From an optimization exercise on the open Yosys and OpenROAD flow, aimed at small area; shortcuts taken in it are not production practice.
The RTL was checked by simulation tests, not by an equivalence proof against the original design.
The flow treats the clock pin as an ideal source, which a real chip does not have.
Power and IR drop assume default switching activity.

Design BankTicketMachineFSM, start of the top module:
module BankTicketMachineFSM (
    input clk,
    input rst_n,
    input [2:0] service_ButtonPress,
    input [3:0] officer_ButtonPress,
    output reg [6:0] Tickernum,
    output reg [1:0] Desknum,
    output reg [15:0] ticket_WaitingCustomers,
    output reg [2:0] ticket_ServiceType
    );
clock: 5.0 ns
lec_check: 0
cap_margin: 0
core_margin: 2
core_utilization: 40
gpl_timing_driven: 0
slew_margin: 0
synth_hierarchical: 1
synth_minimum_keep_size: 0
standard.sh (not shown) runs the stock make flow with config.mk's settings and CLKGATE_MAP_FILE= SYNTH_SCRIPT=/design/flow/synth_recipe.tcl, a recipe that flattens the netlist after the stock synthesis.
==> flow/flow/run.sh <==
#!/bin/bash
# The standard ORFS layout (standard.sh) with these changes:
#  - the port buffers are sky130_fd_sc_hd__buf_1 cells;
#  - the clock is buffered by flow/clkbuf.tcl before CTS: a root buffer on
#    the clock port drives one buffer per group of registers. The clock net
#    then has a single sink and clock_tree_synthesis leaves it as it is;
#  - no dummy clock loads;
#  - after synthesis, flow/downsize.tcl gives each gate its smallest drive
#    strength, and the buffers synthesis added are removed; the repairs
#    size up what the layout needs;
#  - after CTS, flow/shrink.tcl gives each gate the smallest drive strength
#    that keeps the slew, capacitance and fanout limits and some setup slack.
# make's output goes to flow_make.log; each ORFS step logs to orfs/logs.
set -euo pipefail
here=$(pwd)
export BUFFER_PORTS_ARGS="-buffer_cell sky130_fd_sc_hd__buf_1"
export PRE_CTS_TCL="$here/flow/clkbuf.tcl"
export CTS_ARGS="-clk_nets clk -dont_use_dummy_load -buf_list sky130_fd_sc_hd__clkbuf_16"
export PRE_FLOORPLAN_TCL="$here/flow/downsize.tcl"
export REMOVE_ABC_BUFFERS=1
export POST_CTS_TCL="$here/flow/shrink.tcl"
export SHRINK_SETUP_MARGIN=0.2
export CLKROOT_CELL=sky130_fd_sc_hd__clkbuf_8
export CLKLEAF_CELL=sky130_fd_sc_hd__clkbuf_8
export CLK_COLS=2
export CLK_ROWS=2
bash standard.sh > flow_make.log 2>&1
==> flow/flow/clkbuf.tcl <==
# Clock buffering in place of the H-tree: split the register clock pins into
# CLK_COLS x CLK_ROWS groups of equal size by position, drive each group from
# one CLKLEAF_CELL buffer at the group's centre, and drive those buffers from
# one CLKROOT_CELL buffer on the clock port. The clock net then has a single
# sink, so clock_tree_synthesis leaves it alone.
set block [ord::get_db_block]
set clknet [$block findNet clk]
set leafm [[ord::get_db] findMaster $::env(CLKLEAF_CELL)]
set rootm [[ord::get_db] findMaster $::env(CLKROOT_CELL)]
set cols $::env(CLK_COLS)
set rows $::env(CLK_ROWS)
set pins {}
foreach it [$clknet getITerms] {
  set bb [[$it getInst] getBBox]
  lappend pins [list $it [expr {([$bb xMin] + [$bb xMax]) / 2}] [expr {([$bb yMin] + [$bb yMax]) / 2}]]
}
set n [llength $pins]
set groups {}
set byx [lsort -integer -index 1 $pins]
for {set c 0} {$c < $cols} {incr c} {
  set slice [lrange $byx [expr {$c * $n / $cols}] [expr {($c + 1) * $n / $cols - 1}]]
  set m [llength $slice]
  set byy [lsort -integer -index 2 $slice]
  for {set r 0} {$r < $rows} {incr r} {
    lappend groups [lrange $byy [expr {$r * $m / $rows}] [expr {($r + 1) * $m / $rows - 1}]]
  }
}
set root [odb::dbInst_create $block $rootm clkbuf_root]
set rnet [odb::dbNet_create $block clknet_root]
$rnet setSigType CLOCK
[$root findITerm A] connect $clknet
[$root findITerm X] connect $rnet
set ax 0; set ay 0; set k 0; set sizes {}
foreach g $groups {
  set sx 0; set sy 0
  foreach p $g { incr sx [lindex $p 1]; incr sy [lindex $p 2] }
  set gx [expr {$sx / [llength $g]}]; set gy [expr {$sy / [llength $g]}]
  incr ax $gx; incr ay $gy
  set inst [odb::dbInst_create $block $leafm clkbuf_leaf_$k]
  set net [odb::dbNet_create $block clknet_leaf_$k]
  $net setSigType CLOCK
  [$inst findITerm A] connect $rnet
  [$inst findITerm X] connect $net
  $inst setLocation [expr {$gx - [$leafm getWidth] / 2}] [expr {$gy - [$leafm getHeight] / 2}]
  $inst setPlacementStatus PLACED
  foreach p $g {
    set it [lindex $p 0]
    $it disconnect
    $it connect $net
  }
  lappend sizes [llength $g]
  incr k
}
$root setLocation [expr {$ax / $k - [$rootm getWidth] / 2}] [expr {$ay / $k - [$rootm getHeight] / 2}]
$root setPlacementStatus PLACED
puts "clkbuf: $n clock pins in groups of $sizes"
Other scripts of this flow, unchanged in this note and not shown: flow/flow/downsize.tcl, flow/flow/shrink.tcl
The baseline passed the timing, DRC and antenna checks.
Edit:
--- a/flow/flow/run.sh
+++ b/flow/flow/run.sh
@@ -23 +23 @@
-export CLKROOT_CELL=sky130_fd_sc_hd__clkbuf_8
+export CLKROOT_CELL=sky130_fd_sc_hd__clkbuf_4
Synthesized cell count stays the same.
Power went down by 0.65%.
Hold slack hardly moves.
Via count went down by 0.84%.
Die area is unchanged.
Routed wire length barely changes.
Clock power went down by about 3%.
Worst setup slack improves by 0.035 ns.
Final area barely changes.
Edit:
- CORE_UTILIZATION: 40 -> 50
=> Critical path depth is unchanged. Design area fell by about 0.8%. Worst setup slack got worse by 0.15 ns.


## tundra
BankTicketMachineFSM again, from the RTL that the note above started with.
Settings: LEC_CHECK=0, CAP_MARGIN=0, CORE_MARGIN=2, CORE_UTILIZATION=40, GPL_TIMING_DRIVEN=0, SLEW_MARGIN=0, SYNTH_HIERARCHICAL=1, SYNTH_MINIMUM_KEEP_SIZE=0; clock period 5.0 ns.
==> flow/flow/run.sh <==
#!/bin/bash
# The standard ORFS layout (standard.sh) with these changes:
#  - the port buffers are sky130_fd_sc_hd__buf_1 cells;
#  - the clock is buffered by flow/clkbuf.tcl before CTS: a root buffer on
#    the clock port drives one buffer per group of registers. The clock net
#    then has a single sink and clock_tree_synthesis leaves it as it is;
#  - no dummy clock loads;
#  - after synthesis, flow/downsize.tcl gives each gate its smallest drive
#    strength, and the buffers synthesis added are removed; the repairs
#    size up what the layout needs;
#  - after CTS, flow/shrink.tcl gives each gate the smallest drive strength
#    that keeps the slew, capacitance and fanout limits and some setup slack.
# make's output goes to flow_make.log; each ORFS step logs to orfs/logs.
set -euo pipefail
here=$(pwd)
export BUFFER_PORTS_ARGS="-buffer_cell sky130_fd_sc_hd__buf_1"
export PRE_CTS_TCL="$here/flow/clkbuf.tcl"
export CTS_ARGS="-clk_nets clk -dont_use_dummy_load -buf_list sky130_fd_sc_hd__clkbuf_16"
export PRE_FLOORPLAN_TCL="$here/flow/downsize.tcl"
export REMOVE_ABC_BUFFERS=1
export POST_CTS_TCL="$here/flow/shrink.tcl"
export SHRINK_SETUP_MARGIN=0.1
export CLKROOT_CELL=sky130_fd_sc_hd__clkbuf_4
export CLKLEAF_CELL=sky130_fd_sc_hd__clkbuf_8
export CLK_COLS=2
export CLK_ROWS=2
bash standard.sh > flow_make.log 2>&1
==> flow/flow/shrink.tcl <==
# Area recovery after CTS: give each gate, largest first, the smallest
# drive strength of its kind that keeps every slew, capacitance and fanout
# limit, and keeps the worst setup slack above SHRINK_SETUP_MARGIN ns (or
# its current value, if that is lower) and the worst hold slack at or above
# zero. Clock buffers keep their cells; registers keep their cell type and
# may only change drive strength.
estimate_parasitics -placement
proc shrink_limits_ok {} {
  return [expr {[sta::max_slew_violation_count] == 0
                && [sta::max_capacitance_violation_count] == 0
                && [sta::max_fanout_violation_count] == 0}]
}
set setup_floor [expr {min($::env(SHRINK_SETUP_MARGIN) * 1e-9, [sta::worst_slack_cmd max])}]
set hold_floor [expr {min(0.0, [sta::worst_slack_cmd min])}]
set limits0 [shrink_limits_ok]
set items {}
foreach inst [get_cells *] {
  set m [get_property $inst ref_name]
  if {[regexp {__(dl|conb|tap|fill|decap|clkbuf|clkinv)} $m]} continue
  if {![regexp {^(sky130_fd_sc_hd__[a-z0-9]+)_([0-9]+)$} $m -> base drive]} continue
  lappend items [list $inst $m $base [get_property [get_lib_cells */$m] area]]
}
set items [lsort -real -decreasing -index 3 $items]
set n 0
set saved 0.0
foreach it $items {
  lassign $it inst m base area
  set cands {}
  foreach c [get_lib_cells */${base}_*] {
    set cn [get_name $c]
    if {![regexp "^${base}_\[0-9\]+\$" $cn]} continue
    if {[get_property $c dont_use]} continue
    set a [get_property $c area]
    if {$a < $area - 1e-6} { lappend cands [list $cn $a] }
  }
  foreach c [lsort -real -index 1 $cands] {
    lassign $c cn a
    replace_cell $inst [get_lib_cells */$cn]
    if {[sta::worst_slack_cmd max] >= $setup_floor && [sta::worst_slack_cmd min] >= $hold_floor
        && (![expr {$limits0}] || [shrink_limits_ok])} {
      incr n
      set saved [expr {$saved + $area - $a}]
      break
    }
    replace_cell $inst [get_lib_cells */$m]
  }
}
puts [format "shrink: resized %d cells, %.1f um2 less; worst setup slack %.3f ns" $n $saved [expr {[sta::worst_slack_cmd max] * 1e9}]]
detailed_placement
check_placement
Scripts as last shown in full above: flow/flow/clkbuf.tcl
Other scripts of this flow, unchanged in this note and not shown: flow/flow/downsize.tcl
tundra finished every stage and its layout cleared the timing, DRC and antenna checks.
What quartz does differently from tundra at the input level:
--- a/flow/flow/run.sh
+++ b/flow/flow/run.sh
@@ -21,6 +21,6 @@
 export POST_CTS_TCL="$here/flow/shrink.tcl"
-export SHRINK_SETUP_MARGIN=0.1
+export SHRINK_SETUP_MARGIN=0.2
 export CLKROOT_CELL=sky130_fd_sc_hd__clkbuf_4
 export CLKLEAF_CELL=sky130_fd_sc_hd__clkbuf_8
-export CLK_COLS=2
+export CLK_COLS=3
 export CLK_ROWS=2
--- a/flow/flow/shrink.tcl
+++ b/flow/flow/shrink.tcl
@@ -4,4 +4,3 @@
 # its current value, if that is lower) and the worst hold slack at or above
-# zero. Clock buffers keep their cells; registers keep their cell type and
-# may only change drive strength.
+# zero. Registers and clock buffers keep their cells.
 estimate_parasitics -placement
@@ -18,3 +17,3 @@
   set m [get_property $inst ref_name]
-  if {[regexp {__(dl|conb|tap|fill|decap|clkbuf|clkinv)} $m]} continue
+  if {[regexp {__(df|edf|sdf|dl|conb|tap|fill|decap|clkbuf|clkinv)} $m]} continue
   if {![regexp {^(sky130_fd_sc_hd__[a-z0-9]+)_([0-9]+)$} $m -> base drive]} continue
- quartz: all stages complete, timing, DRC and antenna checks passed
- Comparing quartz against tundra, there is no change at all in count of buffers inserted at the top-level ports.
- In the reports for quartz and tundra, the larger worst slew margin relative to its limit belongs to quartz.
- Between quartz and tundra, the fraction of power spent switching nets does not differ in any meaningful way.
- Relative to tundra, internal portion of total power has gone up in quartz.
- Looking at global-route usage over all layers across quartz and tundra, the one that comes out higher is quartz.
Here is what was changed in the inputs of pepper compared with quartz.
--- a/flow/flow/run.sh
+++ b/flow/flow/run.sh
@@ -24,4 +24,4 @@
 export CLKLEAF_CELL=sky130_fd_sc_hd__clkbuf_8
-export CLK_COLS=3
-export CLK_ROWS=2
+export CLK_COLS=5
+export CLK_ROWS=1
 bash standard.sh > flow_make.log 2>&1
[summary]
In summary, pepper completed successfully, with a layout that passed the timing, DRC and antenna checks. [compare] base=quartz new=pepper: maximum fanout along the worst path up 14; summed area of non-filler cells in the final layout lower; wire length flat; post-place setup slack stayed essentially flat; switching power share of the total did not really move. From quartz to pepper the numbers moved as follows: combinational gate power shows no meaningful change; cell count shows no meaningful change; clock network fraction of total power shows a reduction of 1.5 points.
The inputs of sierra differ from those of pepper as listed below.
--- a/flow/flow/run.sh
+++ b/flow/flow/run.sh
@@ -24,3 +24,3 @@
 export CLKLEAF_CELL=sky130_fd_sc_hd__clkbuf_8
-export CLK_COLS=5
+export CLK_COLS=4
 export CLK_ROWS=1
==> run summary <==
sierra finished every stage and its layout cleared the timing, DRC and antenna checks. Compared sierra vs pepper, and power attributed to the clock group is down in sierra. sierra vs pepper on cell leakage power: sierra is the lower one. sierra vs. pepper: via count of the first global-routing pass comparable, first-pass GRT wire length now smaller, count of cell types in the netlist about even, internal portion of total power lower. Changes observed in sierra relative to pepper: global routing met2 resource utilization fell by 0.58 points; via count decreased 19.

re-timing with driven ports:
Ports are ideal in the flow. The routed layouts listed here were re-timed in OpenROAD.
Step 1 sets driving cells, clkbuf_16 on the clock port and buf_2 on the other inputs (assumed; they add their load-dependent delay and slew).
Step 2 also shifts input and output timing later by t, the mid clock arrival at the registers, as if the neighbouring blocks saw the same clock.
Three values: ideal ports, drivers, drivers and shift; two values: the first two.
run	t (ns)	setup slack, ns	worst setup path after step 2	clock arrival spread, ns
the first run of note 1	0.353	0.594 / 0.594 / 0.594	register to register	0.004 / 0.004
the second run of note 1	0.407	0.630 / 0.630 / 0.630	register to register	0.005 / 0.005
the third run of note 1	0.420	0.484 / 0.484 / 0.484	register to register	0.004 / 0.005
tundra	0.407	0.630 / 0.630 / 0.630	register to register	0.005 / 0.005
quartz	0.437	0.651 / 0.651 / 0.651	register to register	0.013 / 0.014
pepper	0.403	0.549 / 0.549 / 0.549	register to register	0.010 / 0.011
sierra	0.392	0.565 / 0.565 / 0.565	register to register	0.011 / 0.010
After both steps every run listed still meets setup and hold.
